This is an optimization exercise on Yosys and OpenROAD, whose aim is small area and a short achievable clock period, not a production implementation.

==> inputs of fjord <==
## Multiplier_Wrapper
module Multiplier_Wrapper #(parameter N = 32, bits = N-1, prod = 2*bits+1)(
    input clk, rst,  
    input [bits:0] a_in, b_in,  
    output reg [prod:0] p  
    );
    reg [bits:0] a, b;  
    wire [prod:0] product;  
    always @ (posedge clk) begin
        if(rst)  
            {a, b} <= {{N{1'b0}}, {N{1'b0}}};
        else begin  
            a <= a_in;
            b <= b_in;
            p <= product;
        end
    end
    Multiplier mul (
        .a(a),
        .b(b),
        .p(product)
    );
endmodule
Settings: LEC_CHECK=0, CAP_MARGIN=20, CORE_MARGIN=2, CORE_UTILIZATION=40, SLEW_MARGIN=20, SYNTH_HIERARCHICAL=1, SYNTH_MINIMUM_KEEP_SIZE=0; clock period 19.5 ns.
standard.sh (not shown) runs the stock make flow with config.mk's settings and CLKGATE_MAP_FILE= SYNTH_SCRIPT=/design/flow/synth_recipe.tcl, a recipe that flattens the netlist after the stock synthesis.
==> flow/flow/run.sh <==
#!/bin/bash
# Standard ORFS layout, with repair_timing aiming for 12 ns of setup slack
# (the clock period and constraints are the design's own).
set -euo pipefail
bash standard.sh SETUP_SLACK_MARGIN=12 finish > standard_flow.log 2>&1
==> pepper: changes against fjord <==
==> flow/flow/run.sh (replaced) <==
#!/bin/bash
# Standard ORFS layout, with repair_timing aiming for 14 ns of setup slack
# (the clock period and constraints are the design's own).
set -euo pipefail
bash standard.sh SETUP_SLACK_MARGIN=14 finish > standard_flow.log 2>&1
==> comparison <==
Between fjord and pepper, the lower worst setup slack is in fjord (gap 0.38 ns).
Against fjord, the clock-buffer cell count of pepper is higher by 2.
Fmax: fjord is lower than pepper (about 5%).
Against pepper, the clock skew of fjord is higher by 0.025 ns.
Between pepper and fjord, the lower via count is in fjord (gap about 15%, measured against fjord).
In synthesized cell count, fjord and pepper do not differ.
Of fjord and pepper, pepper has the higher final cell count (gap 9.3%, measured against pepper).
In pepper the sequential share of layout area is lower than in fjord, by 1.2 points.
Routed wire length: pepper is higher than fjord (about 32%).
Function was not checked in any run of this note: the RTL went through the layout flow alone.

---

==> branch yarrow <==
Multiplier_Wrapper, a different RTL version from the one above (not shown whole).
export LEC_CHECK = 0
export CAP_MARGIN = 20
export CORE_MARGIN = 2
export CORE_UTILIZATION = 40
export SLEW_MARGIN = 20
export SYNTH_HIERARCHICAL = 1
export SYNTH_MINIMUM_KEEP_SIZE = 0
create_clock -name core_clock -period 19.5 [get_ports {clk}]
==> flow/flow/run.sh <==
#!/bin/bash
# The standard ORFS layout (the standard.sh, unchanged synthesis), with
# repair_timing asked to leave 13 ns of setup slack. The clock period and all
# constraints stay the design's own; the margin only makes the repair work harder.
set -euo pipefail
bash standard.sh SETUP_SLACK_MARGIN=13 finish > standard_flow.log 2>&1
==> branch nickel: changes against branch yarrow <==
==> flow/flow/run.sh (replaced) <==
#!/bin/bash
# Layout flow: the standard ORFS flow (standard.sh, synthesis unchanged) with
#  - every synthesized cell first set to the smallest size of its family
#    (flow/downsize.tcl), so that the repair steps size up only what timing needs;
#  - repair_timing asked to leave 13 ns of setup slack. The clock period and all
#    constraints stay the design's own; the margin only makes the repair work harder.
# Each tool's output goes to a log file of its own in this folder.
set -euo pipefail
M=13
R=orfs/results/$FLOW_PLATFORM/Multiplier_Wrapper/base
bash standard.sh SETUP_SLACK_MARGIN=$M synth > synth.log 2>&1
RESULTS=$R LIB=$FLOW_HOME/platforms/$FLOW_PLATFORM/lib/sky130_fd_sc_hd__tt_025C_1v80.lib DONT_USE="" \
  openroad -no_init -exit flow/downsize.tcl > downsize.log 2>&1
bash standard.sh SETUP_SLACK_MARGIN=$M finish > finish.log 2>&1
==> flow/flow/downsize.tcl (new file) <==
# Set every cell to the smallest-area member of its drive-strength family
# (same cell function, e.g. a22oi_2 -> a22oi_1). The later repair steps of the
# flow size up whatever timing needs.
set results $::env(RESULTS)
read_liberty $::env(LIB)
read_db $results/1_synth.odb
set areas [dict create]
foreach lc [get_lib_cells *] {
  dict set areas [get_name $lc] [get_property $lc area]
}
set dont_use [list]
foreach p $::env(DONT_USE) { lappend dont_use $p }
set n 0
foreach inst [get_cells *] {
  set ref [get_property $inst ref_name]
  if { ![regexp {^(sky130_fd_sc_hd__[a-z0-9]+(?:_[a-z0-9]+)*?)_([0-9]+)$} $ref -> fam drv] } { continue }
  set best $ref
  set best_area [dict get $areas $ref]
  foreach cand [dict keys $areas "${fam}_*"] {
    if { ![regexp "^${fam}_\[0-9\]+\$" $cand] } { continue }
    if { [lsearch -exact $dont_use $cand] >= 0 } { continue }
    set a [dict get $areas $cand]
    if { $a < $best_area } { set best $cand; set best_area $a }
  }
  if { $best ne $ref } {
    replace_cell $inst $best
    incr n
  }
}
puts "downsized $n cells"
write_db $results/1_synth.odb
==> results.txt <==
	branch nickel	branch yarrow
Worst slew margin relative to its limit	37.4%	34.2%
Hold Path Depth	4	3
Smallest setup slack after layout	13.10 ns	13.13 ns
DIE HEIGHT	267 microns	285 microns
Highest cell delay on the worst timing path	0.54 ns	0.58 ns
Final-stage net count	3,622	3,641
Via-per-instance ratio	6.29	6.02
Crit path required time	19.73 ns	19.74 ns
Number of iterations in the first detailed-routing pass	7	5
Storage element area	0.00366 sq mm	0.00364 sq mm
Result of the run	timing/DRC/antenna clean	timing/DRC/antenna clean
Layout buffer count excluding clock buffers	188	207
Routed wire length on met3	13,000 microns	11,300 microns
Number of standard-cell rows in the floorplan	96	103
Register fraction of the total cell area	11.6%	10.2%
Function was not checked in any run of this note: the RTL went through the layout flow alone.

[separate check: timing with driven ports]
How much do the figures lean on ideal ports? The routed layouts below were timed once more, with nothing changed but the port constraints.
Step 1 assumes that a clkbuf_16 drives the clock port and a buf_2 every other input.
Step 2, shift: input delay + t, output delay - t, t = (earliest + latest rising clock arrival at the registers) / 2. This alone moves slack from input paths to output paths.
Slacks: no drivers / after step 1 / after step 2; pairs: no drivers / after step 1.
run | t (ns) | slack for setup (ns) | worst hold slack (ns) | latest minus earliest clock arrival (ns) | slew at the worst register clock pin (ns)
fjord | 0.579 | 12.256 / 12.256 / 12.256 | 0.839 / 0.839 / 0.839 | 0.046 / 0.045 | 0.10 / 0.10
pepper | 0.561 | 12.634 / 12.634 / 12.634 | 0.951 / 0.951 / 0.951 | 0.024 / 0.024 | 0.08 / 0.08
branch yarrow | 0.550 | 13.131 / 13.131 / 13.131 | 1.129 / 1.129 / 1.129 | 0.021 / 0.021 | 0.08 / 0.08
branch nickel | 0.542 | 13.097 / 13.097 / 13.097 | 1.051 / 1.051 / 1.051 | 0.015 / 0.015 | 0.08 / 0.08
After both steps setup and hold are still met in every run listed.
